Background: an optimization exercise with open tools, aiming at small area and a short achievable clock period. Do not read the settings as production practice.
Where RTL was checked, it was by simulation tests only, not by an equivalence proof against the original.

==> trial 43 <==
## DCT_one_dimensional
module DCT_one_dimensional
(
    input   wire                    sys_clk         ,
    input   wire                    sys_rst_n       ,
    input   wire                    start           ,
    input   wire            [95:0]  DCT_data_in     ,
    output  wire    signed  [11:0]  DCT_data_o_z0   ,
    output  wire    signed  [11:0]  DCT_data_o_z1   ,
    output  wire    signed  [11:0]  DCT_data_o_z2   ,
    output  wire    signed  [11:0]  DCT_data_o_z3   ,
    output  wire    signed  [11:0]  DCT_data_o_z4   ,
    output  wire    signed  [11:0]  DCT_data_o_z5   ,
    output  wire    signed  [11:0]  DCT_data_o_z6   ,
    output  wire    signed  [11:0]  DCT_data_o_z7   ,
    output  wire                    data_en
);
==> module DCT_one_dimensional, before the edit <==
module DCT_one_dimensional
(
    input   wire                    sys_clk         ,
    input   wire                    sys_rst_n       ,
    input   wire                    start           ,
    input   wire            [95:0]  DCT_data_in     ,
    output  wire    signed  [11:0]  DCT_data_o_z0   ,
    output  wire    signed  [11:0]  DCT_data_o_z1   ,
    output  wire    signed  [11:0]  DCT_data_o_z2   ,
    output  wire    signed  [11:0]  DCT_data_o_z3   ,
    output  wire    signed  [11:0]  DCT_data_o_z4   ,
    output  wire    signed  [11:0]  DCT_data_o_z5   ,
    output  wire    signed  [11:0]  DCT_data_o_z6   ,
    output  wire    signed  [11:0]  DCT_data_o_z7   ,
    output  wire                    data_en
);
reg     [9:1]   st      ;
always @(posedge sys_clk or negedge sys_rst_n)
    if (sys_rst_n == 1'b0)
        st <= 9'd0;
    else
        st <= {st[8:1], start};
assign data_en = st[9];
reg             busy    ;
always @(posedge sys_clk or negedge sys_rst_n)
    if (sys_rst_n == 1'b0)
        busy <= 1'b0;
    else if (start == 1'b1)
        busy <= 1'b1;
    else if (st[5] == 1'b1)
        busy <= 1'b0;
wire    b_last  = st[6];
wire    a_clr   = st[2];
reg     [95:0]  xs      ;
wire    [95:0]  xs_nxt  ;
genvar          gi, gj;
generate
    for (gi = 0; gi < 8; gi = gi + 1) begin : g_smp
        for (gj = 0; gj < 12; gj = gj + 1) begin : g_bit
            if (gj >= 10) begin : g_top
                assign xs_nxt[12*gi+gj] = DCT_data_in[12*gi+gj];
            end else begin : g_shf
                assign xs_nxt[12*gi+gj] = busy ? xs[12*gi+gj+2] : DCT_data_in[12*gi+gj];
            end
        end
    end
endgenerate
always @(posedge sys_clk)
    xs <= xs_nxt;
reg     [3:0]   ce, cd  ;        
wire    [3:0]   ce_n, cd_n, el_n, eh_n, dl_n, dh_n;
generate
    for (gi = 0; gi < 4; gi = gi + 1) begin : g_bfly
        wire a0 = xs[12*gi];
        wire a1 = xs[12*gi+1];
        wire b0 = xs[12*(7-gi)];
        wire b1 = xs[12*(7-gi)+1] ^ b_last;
        wire n0 = ~xs[12*(7-gi)];
        wire n1 = ~xs[12*(7-gi)+1] ^ b_last;
        wire ec0 = ce[gi];
        wire es0 = a0 ^ b0 ^ ec0;
        wire ec1 = (a0 & b0) | (a0 & ec0) | (b0 & ec0);
        wire es1 = a1 ^ b1 ^ ec1;
        wire ec2 = (a1 & b1) | (a1 & ec1) | (b1 & ec1);
        wire dc0 = cd[gi];
        wire ds0 = a0 ^ n0 ^ dc0;
        wire dc1 = (a0 & n0) | (a0 & dc0) | (n0 & dc0);
        wire ds1 = a1 ^ n1 ^ dc1;
        wire dc2 = (a1 & n1) | (a1 & dc1) | (n1 & dc1);
        assign ce_n[gi] = busy & ec2;
        assign cd_n[gi] = ~busy | dc2;
        assign el_n[gi] = es0;
        assign eh_n[gi] = es1;
        assign dl_n[gi] = ds0;
        assign dh_n[gi] = ds1;
    end
endgenerate
wire    [15:0]  eh1 = 16'd1 << eh_n;
wire    [15:0]  dh1 = 16'd1 << dh_n;
reg     [15:0]  oel, oeh, odl, odh, oeh_p, oeh_n, odh_p, odh_n;
always @(posedge sys_clk) begin
    ce    <= ce_n;
    cd    <= cd_n;
    oel   <= 16'd1 << el_n;
    odl   <= 16'd1 << dl_n;
    oeh   <= eh1;
    odh   <= dh1;
    oeh_p <= eh1 & {16{~b_last}};
    oeh_n <= eh1 & {16{b_last}};
    odh_p <= dh1 & {16{~b_last}};
    odh_n <= dh1 & {16{b_last}};
end
DA_z0 DA_z0_inst (.sys_clk(sys_clk), .h_lo(oel), .h_hi(oeh), .h_p(oeh_p), .h_n(oeh_n), .clr(a_clr), .z(DCT_data_o_z0));
DA_z1 DA_z1_inst (.sys_clk(sys_clk), .h_lo(odl), .h_hi(odh), .h_p(odh_p), .h_n(odh_n), .clr(a_clr), .z(DCT_data_o_z1));
DA_z2 DA_z2_inst (.sys_clk(sys_clk), .h_lo(oel), .h_hi(oeh),                            .clr(a_clr), .z(DCT_data_o_z2));
DA_z3 DA_z3_inst (.sys_clk(sys_clk), .h_lo(odl), .h_hi(odh), .h_p(odh_p), .h_n(odh_n), .clr(a_clr), .z(DCT_data_o_z3));
DA_z4 DA_z4_inst (.sys_clk(sys_clk), .h_lo(oel), .h_hi(oeh),                            .clr(a_clr), .z(DCT_data_o_z4));
DA_z5 DA_z5_inst (.sys_clk(sys_clk), .h_lo(odl), .h_hi(odh), .h_p(odh_p), .h_n(odh_n), .clr(a_clr), .z(DCT_data_o_z5));
DA_z6 DA_z6_inst (.sys_clk(sys_clk), .h_lo(oel), .h_hi(oeh),                            .clr(a_clr), .z(DCT_data_o_z6));
DA_z7 DA_z7_inst (.sys_clk(sys_clk), .h_lo(odl), .h_hi(odh), .h_p(odh_p), .h_n(odh_n), .clr(a_clr), .z(DCT_data_o_z7));
endmodule
clock: 5.0 ns
lec_check: 0
abc_area: 1
cap_margin: 20
core_margin: 2
core_utilization: 40
setup_slack_margin: 2.5
slew_margin: 20
run.sh (not shown) runs the stock make flow with config.mk's settings and CLKGATE_MAP_FILE= SYNTH_SCRIPT=/design/flow/synth_recipe.tcl, a recipe that flattens the netlist after the stock synthesis.
==> trial 24 (differences from trial 43) <==
--- a/flow/design.v
+++ b/flow/design.v
@@ -400,5 +400,7 @@
     else if (st[5] == 1'b1)
         busy <= 1'b0;
+wire    b_first = st[1];
 wire    b_last  = st[6];
+wire    r_last  = st[7];
 wire    a_clr   = st[2];
 reg     [95:0]  xs      ;
@@ -425,40 +427,38 @@
         wire a1 = xs[12*gi+1];
         wire b0 = xs[12*(7-gi)];
-        wire b1 = xs[12*(7-gi)+1] ^ b_last;
-        wire n0 = ~xs[12*(7-gi)];
-        wire n1 = ~xs[12*(7-gi)+1] ^ b_last;
-        wire ec0 = ce[gi];
+        wire b1 = xs[12*(7-gi)+1];
+        wire n0 = ~b0;
+        wire n1 = ~b1;
+        wire ec0 = b_first ? 1'b0 : ce[gi];
         wire es0 = a0 ^ b0 ^ ec0;
         wire ec1 = (a0 & b0) | (a0 & ec0) | (b0 & ec0);
         wire es1 = a1 ^ b1 ^ ec1;
         wire ec2 = (a1 & b1) | (a1 & ec1) | (b1 & ec1);
-        wire dc0 = cd[gi];
+        wire dc0 = b_first ? 1'b1 : cd[gi];
         wire ds0 = a0 ^ n0 ^ dc0;
         wire dc1 = (a0 & n0) | (a0 & dc0) | (n0 & dc0);
         wire ds1 = a1 ^ n1 ^ dc1;
         wire dc2 = (a1 & n1) | (a1 & dc1) | (n1 & dc1);
-        assign ce_n[gi] = busy & ec2;
-        assign cd_n[gi] = ~busy | dc2;
+        assign ce_n[gi] = ec2;
+        assign cd_n[gi] = dc2;
         assign el_n[gi] = es0;
-        assign eh_n[gi] = es1;
+        assign eh_n[gi] = es1 ^ b_last;
         assign dl_n[gi] = ds0;
-        assign dh_n[gi] = ds1;
+        assign dh_n[gi] = ds1 ^ b_last;
     end
 endgenerate
-wire    [15:0]  eh1 = 16'd1 << eh_n;
-wire    [15:0]  dh1 = 16'd1 << dh_n;
-reg     [15:0]  oel, oeh, odl, odh, oeh_p, oeh_n, odh_p, odh_n;
+reg     [15:0]  oel, oeh, odl, odh;
 always @(posedge sys_clk) begin
-    ce    <= ce_n;
-    cd    <= cd_n;
-    oel   <= 16'd1 << el_n;
-    odl   <= 16'd1 << dl_n;
-    oeh   <= eh1;
-    odh   <= dh1;
-    oeh_p <= eh1 & {16{~b_last}};
-    oeh_n <= eh1 & {16{b_last}};
-    odh_p <= dh1 & {16{~b_last}};
-    odh_n <= dh1 & {16{b_last}};
+    ce  <= ce_n;
+    cd  <= cd_n;
+    oel <= 16'd1 << el_n;
+    oeh <= 16'd1 << eh_n;
+    odl <= 16'd1 << dl_n;
+    odh <= 16'd1 << dh_n;
 end
+wire    [15:0]  oeh_p = oeh & {16{~r_last}};
+wire    [15:0]  oeh_n = oeh & {16{r_last}};
+wire    [15:0]  odh_p = odh & {16{~r_last}};
+wire    [15:0]  odh_n = odh & {16{r_last}};
 DA_z0 DA_z0_inst (.sys_clk(sys_clk), .h_lo(oel), .h_hi(oeh), .h_p(oeh_p), .h_n(oeh_n), .clr(a_clr), .z(DCT_data_o_z0));
 DA_z1 DA_z1_inst (.sys_clk(sys_clk), .h_lo(odl), .h_hi(odh), .h_p(odh_p), .h_n(odh_n), .clr(a_clr), .z(DCT_data_o_z1));
--- a/flow/config.mk
+++ b/flow/config.mk
@@ -6,8 +6,7 @@
 export NUM_CORES = 4
 export LEC_CHECK = 0
-export ABC_AREA = 1
 export CAP_MARGIN = 20
 export CORE_MARGIN = 2
 export CORE_UTILIZATION = 40
-export SETUP_SLACK_MARGIN = 2.5
+export SETUP_SLACK_MARGIN = 2.0
 export SLEW_MARGIN = 20
==> build 29 (differences from trial 43) <==
--- a/flow/design.v
+++ b/flow/design.v
@@ -400,5 +400,7 @@
     else if (st[5] == 1'b1)
         busy <= 1'b0;
+wire    b_first = st[1];
 wire    b_last  = st[6];
+wire    r_last  = st[7];
 wire    a_clr   = st[2];
 reg     [95:0]  xs      ;
@@ -425,40 +427,38 @@
         wire a1 = xs[12*gi+1];
         wire b0 = xs[12*(7-gi)];
-        wire b1 = xs[12*(7-gi)+1] ^ b_last;
-        wire n0 = ~xs[12*(7-gi)];
-        wire n1 = ~xs[12*(7-gi)+1] ^ b_last;
-        wire ec0 = ce[gi];
+        wire b1 = xs[12*(7-gi)+1];
+        wire n0 = ~b0;
+        wire n1 = ~b1;
+        wire ec0 = b_first ? 1'b0 : ce[gi];
         wire es0 = a0 ^ b0 ^ ec0;
         wire ec1 = (a0 & b0) | (a0 & ec0) | (b0 & ec0);
         wire es1 = a1 ^ b1 ^ ec1;
         wire ec2 = (a1 & b1) | (a1 & ec1) | (b1 & ec1);
-        wire dc0 = cd[gi];
+        wire dc0 = b_first ? 1'b1 : cd[gi];
         wire ds0 = a0 ^ n0 ^ dc0;
         wire dc1 = (a0 & n0) | (a0 & dc0) | (n0 & dc0);
         wire ds1 = a1 ^ n1 ^ dc1;
         wire dc2 = (a1 & n1) | (a1 & dc1) | (n1 & dc1);
-        assign ce_n[gi] = busy & ec2;
-        assign cd_n[gi] = ~busy | dc2;
+        assign ce_n[gi] = ec2;
+        assign cd_n[gi] = dc2;
         assign el_n[gi] = es0;
-        assign eh_n[gi] = es1;
+        assign eh_n[gi] = es1 ^ b_last;
         assign dl_n[gi] = ds0;
-        assign dh_n[gi] = ds1;
+        assign dh_n[gi] = ds1 ^ b_last;
     end
 endgenerate
-wire    [15:0]  eh1 = 16'd1 << eh_n;
-wire    [15:0]  dh1 = 16'd1 << dh_n;
-reg     [15:0]  oel, oeh, odl, odh, oeh_p, oeh_n, odh_p, odh_n;
+reg     [15:0]  oel, oeh, odl, odh;
 always @(posedge sys_clk) begin
-    ce    <= ce_n;
-    cd    <= cd_n;
-    oel   <= 16'd1 << el_n;
-    odl   <= 16'd1 << dl_n;
-    oeh   <= eh1;
-    odh   <= dh1;
-    oeh_p <= eh1 & {16{~b_last}};
-    oeh_n <= eh1 & {16{b_last}};
-    odh_p <= dh1 & {16{~b_last}};
-    odh_n <= dh1 & {16{b_last}};
+    ce  <= ce_n;
+    cd  <= cd_n;
+    oel <= 16'd1 << el_n;
+    oeh <= 16'd1 << eh_n;
+    odl <= 16'd1 << dl_n;
+    odh <= 16'd1 << dh_n;
 end
+wire    [15:0]  oeh_p = oeh & {16{~r_last}};
+wire    [15:0]  oeh_n = oeh & {16{r_last}};
+wire    [15:0]  odh_p = odh & {16{~r_last}};
+wire    [15:0]  odh_n = odh & {16{r_last}};
 DA_z0 DA_z0_inst (.sys_clk(sys_clk), .h_lo(oel), .h_hi(oeh), .h_p(oeh_p), .h_n(oeh_n), .clr(a_clr), .z(DCT_data_o_z0));
 DA_z1 DA_z1_inst (.sys_clk(sys_clk), .h_lo(odl), .h_hi(odh), .h_p(odh_p), .h_n(odh_n), .clr(a_clr), .z(DCT_data_o_z1));
--- a/flow/config.mk
+++ b/flow/config.mk
@@ -10,4 +10,4 @@
 export CORE_MARGIN = 2
 export CORE_UTILIZATION = 40
-export SETUP_SLACK_MARGIN = 2.5
+export SETUP_SLACK_MARGIN = 2.2
 export SLEW_MARGIN = 20
==> comparison table <==
metric	trial 24	build 29	trial 43
Result of the run	complete, no violations	complete, no violations	complete, no violations
Tap cells	664	748	773
TritonRoute pass-1 iters	5	5	6
Synthesized-area fraction occupied by adder cells	14.1%	12.6%	11.9%
Endpoint, Worst Hold	st[5]	DA_z0_inst.low[0]	DA_z4_inst.low[0]
Share of cell area taken by multi-input logic gates	47.1%	46.7%	45.0%
Share of layout cells above drive strength 1	13.6%	4.22%	5.51%
CP Class	reg -> reg	reg -> reg	reg -> out
Non-filler cells in the finished layout	2975	4140	4238
First element of the critical path	st[7]	st[7]	DA_z5_inst.acc[1]
Die outline area	51700 um2	57800 um2	61000 um2
Syn_area_per_cell	9.33 um2	6.93 um2	7.16 um2
Synth Register Bits	387	387	443
Capturing instance or port of the critical path	DA_z3_inst.v[11]	DA_z7_inst.v[11]	DCT_data_o_z5[3]
Multi-input combinational cell count	1520	2292	2309
Multiplexer area fraction after synthesis	4.71%	0%	0%
Share of flip-flops with an asynchronous set or reset after synthesis	2.58%	2.58%	2.26%
Fill cells	4614	5628	5900
The RTL of trial 43 was laid out without a check of its function.

## port drivers added, routing unchanged
Ports are ideal in the flow. The routed layouts listed here were re-timed in OpenROAD.
Step 1 sets driving cells, clkbuf_16 on the clock port and buf_2 on the other inputs (assumed; they add their load-dependent delay and slew).
Step 2 times the ports against the registers' clock, not the clock port: input delays grow and output delays shrink by t, the midpoint of the rising clock arrivals with the driver on.
Three values: ideal, step 1, step 2; two values: the first two.
run	shift t [ns]	slack for setup (ns)	hold WS [ns]	worst setup path at the end	worst register clock-pin slew, ns
trial 43	0.659	2.550 / 2.492 / 2.653	0.348 / 0.348 / 0.348	register to register	0.07 / 0.07
trial 24	0.637	1.994 / 1.994 / 1.994	0.348 / 0.348 / 0.348	register to register	0.07 / 0.07
build 29	0.639	2.301 / 2.301 / 2.301	0.345 / 0.345 / 0.345	register to register	0.07 / 0.07
After both steps setup and hold are still met in every run listed.
